Background: an optimization exercise with open tools, aiming at small area and a short achievable clock period. Do not read the settings as production practice. At most, simulation tests tie the RTL to the original design; equivalence was not proved. Power is estimated from default activity; no workload was simulated.

==> 06-21: inputs <==
==> flow/design.v <==
module pg_0 (
    input logic a,
    input logic b,
    output logic p,
    output logic g
);
assign p = a ^ b;
assign g = a & b;
endmodule
module pg_1plus (
    input logic pi_cur,
    input logic gi_cur,
    input logic pi_prev,
    input logic gi_prev,
    output logic pout,
    output logic gout
);
assign pout = pi_cur & pi_prev;
assign gout = gi_cur | (pi_cur & gi_prev);
endmodule
module ks_add #(
    parameter N = 64
)
(
    input  logic         clk,
    input  logic         rstn_,
    input  logic         en,
    input  logic [N-1:0] a,
    input  logic [N-1:0] b,
    output logic [N-1:0] out
);
    localparam int K = 7;                  
    localparam int W = N / K;              
    localparam int R = N - W * K;          
    function automatic int lo_bit(input int k);
        lo_bit = k * W + ((k < R) ? k : R);
    endfunction
    logic [K-2:0] c_reg;                   
    logic [K-1:0] c_nxt;
    logic [N-1:0] d;                       
    logic [N-1:0] p;                       
    logic [N-1:0] gg;                      
    logic [N-1:0] tt;                      
    ks_xor #(.W(N)) u_p (.a(a), .b(b), .p(p));
    genvar k;
    generate
        for (k = 0; k < K; k++) begin : chunk
            localparam int LO = lo_bit(k);
            localparam int M = lo_bit(k + 1) - LO;
            ks_prefix #(.W(M)) u_prefix (
                .a (a[LO+M-1:LO]),
                .b (b[LO+M-1:LO]),
                .g (gg[LO+M-1:LO]),
                .t (tt[LO+M-1:LO])
            );
            ks_sum #(.W(M), .CIN(k > 0)) u_sum (
                .p    (p[LO+M-1:LO]),
                .g    (gg[LO+M-1:LO]),
                .t    (tt[LO+M-1:LO]),
                .cin  ((k > 0) ? c_reg[(k > 0) ? k-1 : 0] : 1'b0),
                .q    (out[LO+M-1:LO]),
                .en   (en),
                .rstn (rstn_),
                .d    (d[LO+M-1:LO]),
                .cout (c_nxt[k])
            );
        end
    endgenerate
    always_ff @(posedge clk) begin
        out <= d;
    end
    always_ff @(posedge clk) begin
        if (en) begin
            c_reg <= c_nxt[K-2:0];
        end
    end
endmodule
module ks_xor #(
    parameter W = 64
)
(
    input  logic [W-1:0] a,
    input  logic [W-1:0] b,
    output logic [W-1:0] p
);
    assign p = a ^ b;
endmodule
module ks_prefix #(
    parameter W = 9
)
(
    input  logic [W-1:0] a,
    input  logic [W-1:0] b,
    output logic [W-1:0] g,
    output logic [W-1:0] t
);
    localparam int L = $clog2(W);
    logic [W-1:0] gp [0:L];
    logic [W-1:0] tp [0:L];
    assign gp[0] = a & b;
    assign tp[0] = a | b;
    genvar l, i;
    generate
        for (l = 0; l < L; l++) begin : lvl
            for (i = 0; i < W; i++) begin : bit_
                if ((i >> l) & 1) begin : comb
                    localparam int J = ((i >> l) << l) - 1;    
                    assign gp[l+1][i] = gp[l][i] | (tp[l][i] & gp[l][J]);
                    assign tp[l+1][i] = tp[l][i] & tp[l][J];
                end else begin : pass
                    assign gp[l+1][i] = gp[l][i];
                    assign tp[l+1][i] = tp[l][i];
                end
            end
        end
    endgenerate
    assign g = gp[L];
    assign t = tp[L];
endmodule
module ks_sum #(
    parameter W   = 9,
    parameter CIN = 1
)
(
    input  logic [W-1:0] p,
    input  logic [W-1:0] g,
    input  logic [W-1:0] t,
    input  logic         cin,
    input  logic [W-1:0] q,
    input  logic         en,
    input  logic         rstn,
    output logic [W-1:0] d,
    output logic         cout
);
    logic [W:0]   c;                       
    logic [W-1:0] s;
    assign c[0] = CIN ? cin : 1'b0;
    assign c[W:1] = CIN ? (g | (t & {W{cin}})) : g;
    assign s    = p ^ c[W-1:0];
    assign cout = c[W];
    assign d    = !rstn ? '0 : (en ? s : q);
endmodule
==> flow/flow/run.sh <==
#!/bin/bash
# The standard layout, except that the input and output ports get the
# smallest buffer cell instead of the one buffer_ports picks by itself.
set -euo pipefail
export BUFFER_PORTS_ARGS="-buffer_cell sky130_fd_sc_hd__buf_1"
bash standard.sh finish > standard_flow.log 2>&1
==> flow/standard.sh <==
#!/bin/bash
# synth_recipe.tcl (not shown) runs the flow's synth.tcl, then flattens the netlist and writes it again
# the make line also repeats each setting of config.mk as NAME=value (left out here)
make -C /OpenROAD-flow-scripts/flow DESIGN_CONFIG=/design/flow/config.mk WORK_HOME=/design/flow/orfs CLKGATE_MAP_FILE= SYNTH_SCRIPT=/design/flow/synth_recipe.tcl "${@:-finish}"
==> flow/config.mk <==
export PLATFORM = sky130hd
export DESIGN_NAME = ks_add
export DESIGN_NICKNAME = ks_add
export VERILOG_FILES = /design/flow/design.v
export SDC_FILE = /design/flow/constraint.sdc
export NUM_CORES = 4
export LEC_CHECK = 0
export ABC_AREA = 1
export CAP_MARGIN = 20
export CORE_MARGIN = 2
export CORE_UTILIZATION = 40
export SLEW_MARGIN = 20
export SYNTH_HIERARCHICAL = 1
export SYNTH_MINIMUM_KEEP_SIZE = 0
==> flow/constraint.sdc <==
create_clock -name core_clock -period 2.0 [get_ports {clk}]
set_input_delay 0.4000 -clock core_clock [delete_from_list [all_inputs] [get_ports {clk}]]
set_output_delay 0.4000 -clock core_clock [all_outputs]
set_load 0.01 [all_outputs]
==> inputs of 11-03, as changes to 06-21 <==
==> flow/design.v, changed modules only <==
module ks_add #(
    parameter N = 64
)
(
    input  logic         clk,
    input  logic         rstn_,
    input  logic         en,
    input  logic [N-1:0] a,
    input  logic [N-1:0] b,
    output logic [N-1:0] out
);
    localparam int K = 7;                  
    localparam int W = N / K;              
    localparam int R = N - W * K;          
    function automatic int lo_bit(input int k);
        lo_bit = k * W + ((k < R) ? k : R);
    endfunction
    logic [K-2:0] c_reg;                   
    logic [K-1:0] c_nxt;
    logic [N-1:0] s_nxt;
    logic [N-1:0] p;
    ks_xor #(.W(N)) u_p (.a(a), .b(b), .p(p));
    genvar k;
    generate
        for (k = 0; k < K; k++) begin : chunk
            localparam int LO = lo_bit(k);
            localparam int M = lo_bit(k + 1) - LO;
            ks_chunk #(.W(M), .CIN(k > 0)) u_chunk (
                .a   (a[LO+M-1:LO]),
                .b   (b[LO+M-1:LO]),
                .p   (p[LO+M-1:LO]),
                .cin ((k > 0) ? c_reg[(k > 0) ? k-1 : 0] : 1'b0),
                .s   (s_nxt[LO+M-1:LO]),
                .cout(c_nxt[k])
            );
        end
    endgenerate
    always_ff @(posedge clk) begin
        if (!rstn_) begin
            out <= '0;
        end else if (en) begin
            out <= s_nxt;
        end
    end
    always_ff @(posedge clk) begin
        if (en) begin
            c_reg <= c_nxt[K-2:0];
        end
    end
endmodule
module ks_chunk #(
    parameter W   = 9,
    parameter CIN = 1
)
(
    input  logic [W-1:0] a,
    input  logic [W-1:0] b,
    input  logic [W-1:0] p,                
    input  logic         cin,
    output logic [W-1:0] s,
    output logic         cout
);
    localparam int L = $clog2(W);
    logic [W-1:0] gp [0:L];                
    logic [W-1:0] pp [0:L];                
    logic [W:0]   c;                       
    assign gp[0] = a & b;
    assign pp[0] = p;
    genvar l, i;
    generate
        for (l = 0; l < L; l++) begin : lvl
            for (i = 0; i < W; i++) begin : bit_
                if ((i >> l) & 1) begin : comb
                    localparam int J = ((i >> l) << l) - 1;    
                    assign gp[l+1][i] = gp[l][i] | (pp[l][i] & gp[l][J]);
                    assign pp[l+1][i] = pp[l][i] & pp[l][J];
                end else begin : pass
                    assign gp[l+1][i] = gp[l][i];
                    assign pp[l+1][i] = pp[l][i];
                end
            end
        end
        if (CIN) begin : with_cin
            assign c[0] = cin;
            for (i = 1; i <= W; i++) begin : carry
                assign c[i] = gp[L][i-1] | (pp[L][i-1] & cin);
            end
        end else begin : no_cin
            assign c[0] = 1'b0;
            for (i = 1; i <= W; i++) begin : carry
                assign c[i] = gp[L][i-1];
            end
        end
    endgenerate
    assign s    = p ^ c[W-1:0];
    assign cout = c[W];
endmodule
// module ks_prefix removed
// module ks_sum removed
--- a/flow/config.mk
+++ b/flow/config.mk
@@ -6,5 +6,4 @@
 export NUM_CORES = 4
 export LEC_CHECK = 0
-export ABC_AREA = 1
 export CAP_MARGIN = 20
 export CORE_MARGIN = 2
==> inputs of 06-22, as changes to 06-21 <==
==> flow/design.v, changed modules only <==
module ks_add #(
    parameter N = 64
)
(
    input  logic         clk,
    input  logic         rstn_,
    input  logic         en,
    input  logic [N-1:0] a,
    input  logic [N-1:0] b,
    output logic [N-1:0] out
);
    localparam int K = 7;                  
    localparam int W = N / K;              
    localparam int R = N - W * K;          
    localparam int L = 4;                  
    function automatic int lo_bit(input int k);
        lo_bit = k * W + ((k < R) ? k : R);
    endfunction
    logic [K-2:0] c_reg;                   
    logic [K-2:0] c_nxt;
    logic [N-1:0] s_nxt;
    genvar k, l, i;
    generate
        for (k = 0; k < K; k++) begin : chunk
            localparam int LO = lo_bit(k);
            localparam int M = lo_bit(k + 1) - LO;    
            logic [M-1:0] p, g;
            logic [M-1:0] gp [0:L];                    
            logic [M-1:0] pp [0:L];                    
            logic [M-1:0] c;                           
            logic         cin;
            assign p = a[LO+M-1:LO] ^ b[LO+M-1:LO];
            assign g = a[LO+M-1:LO] & b[LO+M-1:LO];
            assign gp[0] = g;
            assign pp[0] = p;
            for (l = 0; l < L; l++) begin : lvl
                for (i = 0; i < M; i++) begin : bit_
                    if ((i >> l) & 1) begin : comb
                        localparam int J = ((i >> l) << l) - 1;    
                        assign gp[l+1][i] = gp[l][i] | (pp[l][i] & gp[l][J]);
                        assign pp[l+1][i] = pp[l][i] & pp[l][J];
                    end else begin : pass
                        assign gp[l+1][i] = gp[l][i];
                        assign pp[l+1][i] = pp[l][i];
                    end
                end
            end
            if (k == 0) begin : first
                assign cin = 1'b0;
            end else begin : rest
                assign cin = c_reg[k-1];
            end
            assign c[0] = cin;
            for (i = 1; i < M; i++) begin : carry
                assign c[i] = gp[L][i-1] | (pp[L][i-1] & cin);
            end
            assign s_nxt[LO+M-1:LO] = p ^ c;
            if (k < K - 1) begin : cout
                assign c_nxt[k] = gp[L][M-1] | (pp[L][M-1] & cin);
            end
        end
    endgenerate
    always_ff @(posedge clk) begin
        if (!rstn_) begin
            out <= '0;
        end else if (en) begin
            out <= s_nxt;
        end
    end
    always_ff @(posedge clk) begin
        if (en) begin
            c_reg <= c_nxt;
        end
    end
endmodule
// module ks_xor removed
// module ks_prefix removed
// module ks_sum removed
--- a/flow/config.mk
+++ b/flow/config.mk
@@ -6,9 +6,7 @@
 export NUM_CORES = 4
 export LEC_CHECK = 0
-export ABC_AREA = 1
+export ABC_CLOCK_PERIOD_IN_PS = 700
 export CAP_MARGIN = 20
 export CORE_MARGIN = 2
 export CORE_UTILIZATION = 40
 export SLEW_MARGIN = 20
-export SYNTH_HIERARCHICAL = 1
-export SYNTH_MINIMUM_KEEP_SIZE = 0
==> inputs of 03-28, as changes to 06-21 <==
==> flow/design.v, changed modules only <==
module ks_add #(
    parameter N = 64
)
(
    input  logic         clk,
    input  logic         rstn_,
    input  logic         en,
    input  logic [N-1:0] a,
    input  logic [N-1:0] b,
    output logic [N-1:0] out
);
    localparam int K = 7;                  
    localparam int W = N / K;              
    localparam int R = N - W * K;          
    function automatic int lo_bit(input int k);
        lo_bit = k * W + ((k < R) ? k : R);
    endfunction
    logic [K-2:0] c_reg;                   
    logic [K-1:0] c_nxt;
    logic [N-1:0] d;                       
    logic [N-1:0] p;
    ks_xor #(.W(N)) u_p (.a(a), .b(b), .p(p));
    genvar k;
    generate
        for (k = 0; k < K; k++) begin : chunk
            localparam int LO = lo_bit(k);
            localparam int M = lo_bit(k + 1) - LO;
            ks_chunk #(.W(M), .CIN(k > 0)) u_chunk (
                .a    (a[LO+M-1:LO]),
                .b    (b[LO+M-1:LO]),
                .p    (p[LO+M-1:LO]),
                .cin  ((k > 0) ? c_reg[(k > 0) ? k-1 : 0] : 1'b0),
                .q    (out[LO+M-1:LO]),
                .en   (en),
                .rstn (rstn_),
                .d    (d[LO+M-1:LO]),
                .cout (c_nxt[k])
            );
        end
    endgenerate
    always_ff @(posedge clk) begin
        out <= d;
    end
    always_ff @(posedge clk) begin
        if (en) begin
            c_reg <= c_nxt[K-2:0];
        end
    end
endmodule
module ks_chunk #(
    parameter W   = 9,
    parameter CIN = 1
)
(
    input  logic [W-1:0] a,
    input  logic [W-1:0] b,
    input  logic [W-1:0] p,                
    input  logic         cin,
    input  logic [W-1:0] q,
    input  logic         en,
    input  logic         rstn,
    output logic [W-1:0] d,
    output logic         cout
);
    localparam int L = $clog2(W);
    logic [W-1:0] gp [0:L];                
    logic [W-1:0] tp [0:L];                
    logic [W:0]   c;                       
    logic [W-1:0] s;
    assign gp[0] = a & b;
    assign tp[0] = a | b;
    genvar l, i;
    generate
        for (l = 0; l < L; l++) begin : lvl
            for (i = 0; i < W; i++) begin : bit_
                if ((i >> l) & 1) begin : comb
                    localparam int J = ((i >> l) << l) - 1;    
                    assign gp[l+1][i] = gp[l][i] | (tp[l][i] & gp[l][J]);
                    assign tp[l+1][i] = tp[l][i] & tp[l][J];
                end else begin : pass
                    assign gp[l+1][i] = gp[l][i];
                    assign tp[l+1][i] = tp[l][i];
                end
            end
        end
        if (CIN) begin : with_cin
            assign c[0] = cin;
            for (i = 1; i <= W; i++) begin : carry
                assign c[i] = gp[L][i-1] | (tp[L][i-1] & cin);
            end
        end else begin : no_cin
            assign c[0] = 1'b0;
            for (i = 1; i <= W; i++) begin : carry
                assign c[i] = gp[L][i-1];
            end
        end
    endgenerate
    assign s    = p ^ c[W-1:0];
    assign cout = c[W];
    assign d    = !rstn ? '0 : (en ? s : q);
endmodule
// module ks_prefix removed
// module ks_sum removed
--- a/flow/config.mk
+++ b/flow/config.mk
@@ -6,5 +6,4 @@
 export NUM_CORES = 4
 export LEC_CHECK = 0
-export ABC_AREA = 1
 export CAP_MARGIN = 20
 export CORE_MARGIN = 2
==> run notes <==
|  | 06-22 | 03-28 | 11-03 | 06-21 |
|---|---|---|---|---|
| Maximum achievable frequency | 467 MHz | 511 MHz | 543 MHz | 751 MHz |
| Global Route met1 Usage | 24.0% | 23.8% | 19.9% | 21.7% |
| Gr usage total | 19.7% | 20.0% | 18.3% | 17.5% |
| Leakage | 2.70 nW | 2.55 nW | 2.82 nW | 5.44 nW |
| Antenna diode count | 0 | 0 | 2 | 0 |
| Avg WL per Cell | 13.8 um | 14.0 um | 12.8 um | 9.45 um |
| Run status | complete, but fails checks | no timing/DRC/antenna violations | no timing/DRC/antenna violations | no timing/DRC/antenna violations |
| Reasons for failing layout checks | negative setup slack | - | - | - |
| WP depth | 12 | 6 | 12 | 1 |
| Post-route minimum period | 2.14 ns | 1.96 ns | 1.84 ns | 1.33 ns |
| Number of placed cells counting well taps | 860 | 981 | 951 | 1887 |
| Horiz. Die Dim | 112 um | 117 um | 117 um | 143 um |
| Total power | 4.57 mW | 4.61 mW | 4.85 mW | 4.99 mW |
| Switching Power | 1.40 mW | 1.44 mW | 1.50 mW | 1.82 mW |
| Antenna violations before repair | 0 | 0 | 2 | 0 |
| Type of destination of the critical path | flop | flop | flop | output port |
| Final wirelength | 12.2 mm | 14.0 mm | 12.4 mm | 18.0 mm |
| Clock network power | 1.55 mW | 1.58 mW | 1.61 mW | 1.64 mW |
| Clock Pin Slew Worst Setup and Hold Paths | 0.05 ns | 0.05 ns | 0.06 ns | 0.06 ns |
| Post-Synthesis Cells | 507 | 586 | 547 | 1451 |
| Sequential power share | 36.3% | 35.7% | 34.5% | 33.1% |
Function not checked in 06-21, 11-03 and 06-22: the RTL went through the layout flow alone.


==> build 89 <==
Another version of the RTL of ks_add (not shown whole).
export LEC_CHECK = 0
export ABC_AREA = 1
export CAP_MARGIN = 20
export CORE_MARGIN = 2
export CORE_UTILIZATION = 40
export CTS_CLUSTER_DIAMETER = 200
export CTS_CLUSTER_SIZE = 50
export SLEW_MARGIN = 20
export SYNTH_HIERARCHICAL = 1
export SYNTH_MINIMUM_KEEP_SIZE = 0
create_clock -name core_clock -period 2.0 [get_ports {clk}]
standard.sh (not shown) runs the stock make flow with config.mk's settings and CLKGATE_MAP_FILE= SYNTH_SCRIPT=/design/flow/synth_recipe.tcl, a recipe that flattens the netlist after the stock synthesis.
==> flow/flow/run.sh <==
#!/bin/bash
# The standard layout, except that the input and output ports get the
# smallest buffer cell instead of the one buffer_ports picks by itself.
set -euo pipefail
export BUFFER_PORTS_ARGS="-buffer_cell sky130_fd_sc_hd__buf_1"
bash standard.sh finish > standard_flow.log 2>&1
==> build 76 (differences from build 89) <==
--- a/flow/design.v
+++ b/flow/design.v
@@ -31,77 +31,80 @@
 );
     logic [5:0] c_reg;                   
     logic [5:0] c_nxt;                   
     logic [N-1:0] d;                       
     logic [N-1:0] gx, tx;                  
+    logic ld, hd;                          
+    assign ld = rstn_ & en;
+    assign hd = rstn_ & !en;
     ks_gt #(.W(N)) u_gt (.a(a), .b(b), .g(gx), .t(tx));
     ks_chunk10_first u_chunk0 (
         .g(gx[9:0]),
         .t(tx[9:0]),
         .q(out[9:0]),
-        .en(en),
-        .rstn(rstn_),
+        .ld(ld),
+        .hd(hd),
         .d(d[9:0]),
         .cd(c_nxt[0])
     );
     ks_chunk9 u_chunk1 (
         .g(gx[18:10]),
         .t(tx[18:10]),
         .cin(c_reg[0]),
         .q(out[18:10]),
-        .en(en),
-        .rstn(rstn_),
+        .ld(ld),
+        .hd(hd),
         .d(d[18:10]),
         .cd(c_nxt[1])
     );
     ks_chunk9 u_chunk2 (
         .g(gx[27:19]),
         .t(tx[27:19]),
         .cin(c_reg[1]),
         .q(out[27:19]),
-        .en(en),
-        .rstn(rstn_),
+        .ld(ld),
+        .hd(hd),
         .d(d[27:19]),
         .cd(c_nxt[2])
     );
     ks_chunk9 u_chunk3 (
         .g(gx[36:28]),
         .t(tx[36:28]),
         .cin(c_reg[2]),
         .q(out[36:28]),
-        .en(en),
-        .rstn(rstn_),
+        .ld(ld),
+        .hd(hd),
         .d(d[36:28]),
         .cd(c_nxt[3])
     );
     ks_chunk9 u_chunk4 (
         .g(gx[45:37]),
         .t(tx[45:37]),
         .cin(c_reg[3]),
         .q(out[45:37]),
-        .en(en),
-        .rstn(rstn_),
+        .ld(ld),
+        .hd(hd),
         .d(d[45:37]),
         .cd(c_nxt[4])
     );
     ks_chunk9 u_chunk5 (
         .g(gx[54:46]),
         .t(tx[54:46]),
         .cin(c_reg[4]),
         .q(out[54:46]),
-        .en(en),
-        .rstn(rstn_),
+        .ld(ld),
+        .hd(hd),
         .d(d[54:46]),
         .cd(c_nxt[5])
     );
     ks_chunk9_last u_chunk6 (
         .g(gx[63:55]),
         .t(tx[63:55]),
         .cin(c_reg[5]),
         .q(out[63:55]),
-        .en(en),
-        .rstn(rstn_),
+        .ld(ld),
+        .hd(hd),
         .d(d[63:55])
     );
     always_ff @(posedge clk) begin
         out <= d;
     end
@@ -128,12 +131,12 @@
 )
 (
     input  logic [W-1:0] g,  
     input  logic [W-1:0] t,  
     input  logic [W-1:0] q,  
-    input  logic         en,
-    input  logic         rstn,
+    input  logic         ld,
+    input  logic         hd,
     output logic [W-1:0] d,  
     output logic         cd  
 );
     logic [W-1:0] g0, t0;
     assign g0 = ~g;
@@ -248,23 +251,23 @@
     logic [W:0]   c;                       
     logic [W-1:0] s;
     assign c[0] = 1'b0;
     assign c[W:1] = g5;
     assign s = p ^ c[W-1:0];
-    assign d = !rstn ? '0 : (en ? s : q);
+    assign d = ({W{ld}} & s) | ({W{hd}} & q);
     assign cd = c[W];
 endmodule
 module ks_chunk9 #(
     parameter W = 9
 )
 (
     input  logic [W-1:0] g,  
     input  logic [W-1:0] t,  
     input  logic         cin,  
     input  logic [W-1:0] q,  
-    input  logic         en,
-    input  logic         rstn,
+    input  logic         ld,
+    input  logic         hd,
     output logic [W-1:0] d,  
     output logic         cd  
 );
     logic [W-1:0] g0, t0;
     assign g0 = ~g;
@@ -369,23 +372,23 @@
     logic [W:0]   c;                       
     logic [W-1:0] s;
     assign c[0] = cin;
     assign c[W:1] = g5 | (t5 & {W{cin}});
     assign s = p ^ c[W-1:0];
-    assign d = !rstn ? '0 : (en ? s : q);
+    assign d = ({W{ld}} & s) | ({W{hd}} & q);
     assign cd = c[W];
 endmodule
 module ks_chunk9_last #(
     parameter W = 9
 )
 (
     input  logic [W-1:0] g,  
     input  logic [W-1:0] t,  
     input  logic         cin,  
     input  logic [W-1:0] q,  
-    input  logic         en,
-    input  logic         rstn,
+    input  logic         ld,
+    input  logic         hd,
     output logic [W-1:0] d  
 );
     logic [W-1:0] g0, t0;
     assign g0 = ~g;
     assign t0 = ~t;
@@ -489,7 +492,7 @@
     logic [W:0]   c;                       
     logic [W-1:0] s;
     assign c[0] = cin;
     assign c[W:1] = g5 | (t5 & {W{cin}});
     assign s = p ^ c[W-1:0];
-    assign d = !rstn ? '0 : (en ? s : q);
+    assign d = ({W{ld}} & s) | ({W{hd}} & q);
 endmodule
CORE_UTILIZATION = 50   (was 40)
CTS_CLUSTER_DIAMETER = not set   (was 200)
CTS_CLUSTER_SIZE = not set   (was 50)
SETUP_SLACK_MARGIN = 0.7   (was not set)
==> trial 44 (differences from build 89) <==
--- a/flow/design.v
+++ b/flow/design.v
@@ -31,86 +31,99 @@
 );
     logic [5:0] c_reg;                   
     logic [5:0] c_nxt;                   
     logic [N-1:0] d;                       
     logic [N-1:0] gx, tx;                  
+    logic ld, hd;                          
+    assign ld = rstn_ & en;
+    assign hd = rstn_ & !en;
     ks_gt #(.W(N)) u_gt (.a(a), .b(b), .g(gx), .t(tx));
     ks_chunk10_first u_chunk0 (
         .g(gx[9:0]),
         .t(tx[9:0]),
         .q(out[9:0]),
-        .en(en),
-        .rstn(rstn_),
+        .ld(ld),
+        .hd(hd),
         .d(d[9:0]),
+        .en(en),
+        .cq(c_reg[0]),
         .cd(c_nxt[0])
     );
     ks_chunk9 u_chunk1 (
         .g(gx[18:10]),
         .t(tx[18:10]),
         .cin(c_reg[0]),
         .q(out[18:10]),
-        .en(en),
-        .rstn(rstn_),
+        .ld(ld),
+        .hd(hd),
         .d(d[18:10]),
+        .en(en),
+        .cq(c_reg[1]),
         .cd(c_nxt[1])
     );
     ks_chunk9 u_chunk2 (
         .g(gx[27:19]),
         .t(tx[27:19]),
         .cin(c_reg[1]),
         .q(out[27:19]),
-        .en(en),
-        .rstn(rstn_),
+        .ld(ld),
+        .hd(hd),
         .d(d[27:19]),
+        .en(en),
+        .cq(c_reg[2]),
         .cd(c_nxt[2])
     );
     ks_chunk9 u_chunk3 (
         .g(gx[36:28]),
         .t(tx[36:28]),
         .cin(c_reg[2]),
         .q(out[36:28]),
-        .en(en),
-        .rstn(rstn_),
+        .ld(ld),
+        .hd(hd),
         .d(d[36:28]),
+        .en(en),
+        .cq(c_reg[3]),
         .cd(c_nxt[3])
     );
     ks_chunk9 u_chunk4 (
         .g(gx[45:37]),
         .t(tx[45:37]),
         .cin(c_reg[3]),
         .q(out[45:37]),
-        .en(en),
-        .rstn(rstn_),
+        .ld(ld),
+        .hd(hd),
         .d(d[45:37]),
+        .en(en),
+        .cq(c_reg[4]),
         .cd(c_nxt[4])
     );
     ks_chunk9 u_chunk5 (
         .g(gx[54:46]),
         .t(tx[54:46]),
         .cin(c_reg[4]),
         .q(out[54:46]),
-        .en(en),
-        .rstn(rstn_),
+        .ld(ld),
+        .hd(hd),
         .d(d[54:46]),
+        .en(en),
+        .cq(c_reg[5]),
         .cd(c_nxt[5])
     );
     ks_chunk9_last u_chunk6 (
         .g(gx[63:55]),
         .t(tx[63:55]),
         .cin(c_reg[5]),
         .q(out[63:55]),
-        .en(en),
-        .rstn(rstn_),
+        .ld(ld),
+        .hd(hd),
         .d(d[63:55])
     );
     always_ff @(posedge clk) begin
         out <= d;
     end
     always_ff @(posedge clk) begin
-        if (en) begin
-            c_reg <= c_nxt;
-        end
+        c_reg <= c_nxt;
     end
 endmodule
 module ks_gt #(
     parameter W = 64
 )
@@ -128,13 +141,15 @@
 )
 (
     input  logic [W-1:0] g,  
     input  logic [W-1:0] t,  
     input  logic [W-1:0] q,  
+    input  logic         ld,
+    input  logic         hd,
     input  logic         en,
-    input  logic         rstn,
     output logic [W-1:0] d,  
+    input  logic         cq,  
     output logic         cd  
 );
     logic [W-1:0] g0, t0;
     assign g0 = ~g;
     assign t0 = ~t;
@@ -248,24 +263,26 @@
     logic [W:0]   c;                       
     logic [W-1:0] s;
     assign c[0] = 1'b0;
     assign c[W:1] = g5;
     assign s = p ^ c[W-1:0];
-    assign d = !rstn ? '0 : (en ? s : q);
-    assign cd = c[W];
+    assign d = ({W{ld}} & s) | ({W{hd}} & q);
+    assign cd = en ? c[W] : cq;
 endmodule
 module ks_chunk9 #(
     parameter W = 9
 )
 (
     input  logic [W-1:0] g,  
     input  logic [W-1:0] t,  
     input  logic         cin,  
     input  logic [W-1:0] q,  
+    input  logic         ld,
+    input  logic         hd,
     input  logic         en,
-    input  logic         rstn,
     output logic [W-1:0] d,  
+    input  logic         cq,  
     output logic         cd  
 );
     logic [W-1:0] g0, t0;
     assign g0 = ~g;
     assign t0 = ~t;
@@ -369,23 +386,23 @@
     logic [W:0]   c;                       
     logic [W-1:0] s;
     assign c[0] = cin;
     assign c[W:1] = g5 | (t5 & {W{cin}});
     assign s = p ^ c[W-1:0];
-    assign d = !rstn ? '0 : (en ? s : q);
-    assign cd = c[W];
+    assign d = ({W{ld}} & s) | ({W{hd}} & q);
+    assign cd = en ? c[W] : cq;
 endmodule
 module ks_chunk9_last #(
     parameter W = 9
 )
 (
     input  logic [W-1:0] g,  
     input  logic [W-1:0] t,  
     input  logic         cin,  
     input  logic [W-1:0] q,  
-    input  logic         en,
-    input  logic         rstn,
+    input  logic         ld,
+    input  logic         hd,
     output logic [W-1:0] d  
 );
     logic [W-1:0] g0, t0;
     assign g0 = ~g;
     assign t0 = ~t;
@@ -489,7 +506,7 @@
     logic [W:0]   c;                       
     logic [W-1:0] s;
     assign c[0] = cin;
     assign c[W:1] = g5 | (t5 & {W{cin}});
     assign s = p ^ c[W-1:0];
-    assign d = !rstn ? '0 : (en ? s : q);
+    assign d = ({W{ld}} & s) | ({W{hd}} & q);
 endmodule
CORE_UTILIZATION = 45   (was 40)
CTS_CLUSTER_DIAMETER = not set   (was 200)
CTS_CLUSTER_SIZE = not set   (was 50)
PLACE_DENSITY = 0.7   (was not set)
SETUP_SLACK_MARGIN = 0.66   (was not set)
==> out/qor.yml <==
outcome: "no timing/DRC/antenna violations"
finalNetCount: 1135
setup_ws_ns: 0.714
worst-slew-pin-transition_ns: 0.371
crit_chain: "buf_1"
sw_frac_of_total_pct: 35.1
dpl_cell_area_um2: 5620
The numbers above come from trial 44.

==> out/qor.yml <==
dpl_cell_area_um2: 5670
setup_ws_ns: 0.739
outcome: "no timing/DRC/antenna violations"
finalNetCount: 1132
worst-slew-pin-transition_ns: 0.285
crit_chain: "clkbuf_2"
route.detailed.vias_per_inst: 4.97
sw_frac_of_total_pct: 34.4
The numbers above come from build 76.

==> out/qor.yml <==
insertion_delay_to_the_later_sink_of_the_worst_skew_pair_ns: 0.33
synth-warning-count: 7
multi_input_area_um2: 2970
worst-slew-pin-transition_ns: 0.321
complex_gate_fraction_of_the_synthesized_area_pct: 13.5
outcome: "no timing/DRC/antenna violations"
crit_chain: "buf_1 > nor2_1 > nor2_1 > nand3_1 > nand3_2 > nand2_2 > nand2_2 > nand2_2 > nand2_1 > nand2_1 > nand3_1 > nand2_1 > inv_1"
post_synth_fa_ha_maj_area_fraction_pct: 0
finalNetCount: 1206
h-tree-depth: 3
timing.hold.worst.class: "in -> reg"
The numbers above come from build 89.

## port drivers added, routing unchanged
The flow's constraints put no driver on any port. The routed layouts listed below were extracted and timed again, unchanged, in two steps. Step 1, drivers: a clkbuf_16 drives clk and a buf_2 each remaining input, both assumed. Step 2 also shifts input and output timing later by t, the mid clock arrival at the registers, as if the neighbouring blocks saw the same clock. Slacks: ideal ports / drivers / drivers and shift; pairs: ideal ports / drivers.
run	shift t [ns]	setup WS [ns]	cell pins on the clock port's net
06-21	0.376	0.669 / 0.631 / 0.338	1
11-03	0.368	0.157 / 0.176 / -0.192	1
06-22	0.366	-0.141 / -0.137 / -0.504	1
03-28	0.375	0.044 / 0.044 / -0.027	1
build 89	0.372	0.653 / 0.672 / 0.300	1
build 76	0.378	0.739 / 0.708 / 0.414	1
trial 44	0.358	0.714 / 0.682 / 0.420	1
Met with ideal ports but missed after step 2: setup timing in 11-03 and 03-28. For 06-22, which loses most, drivers alone change the setup slack by +0.004 ns; drivers and shift together by -0.363 ns.
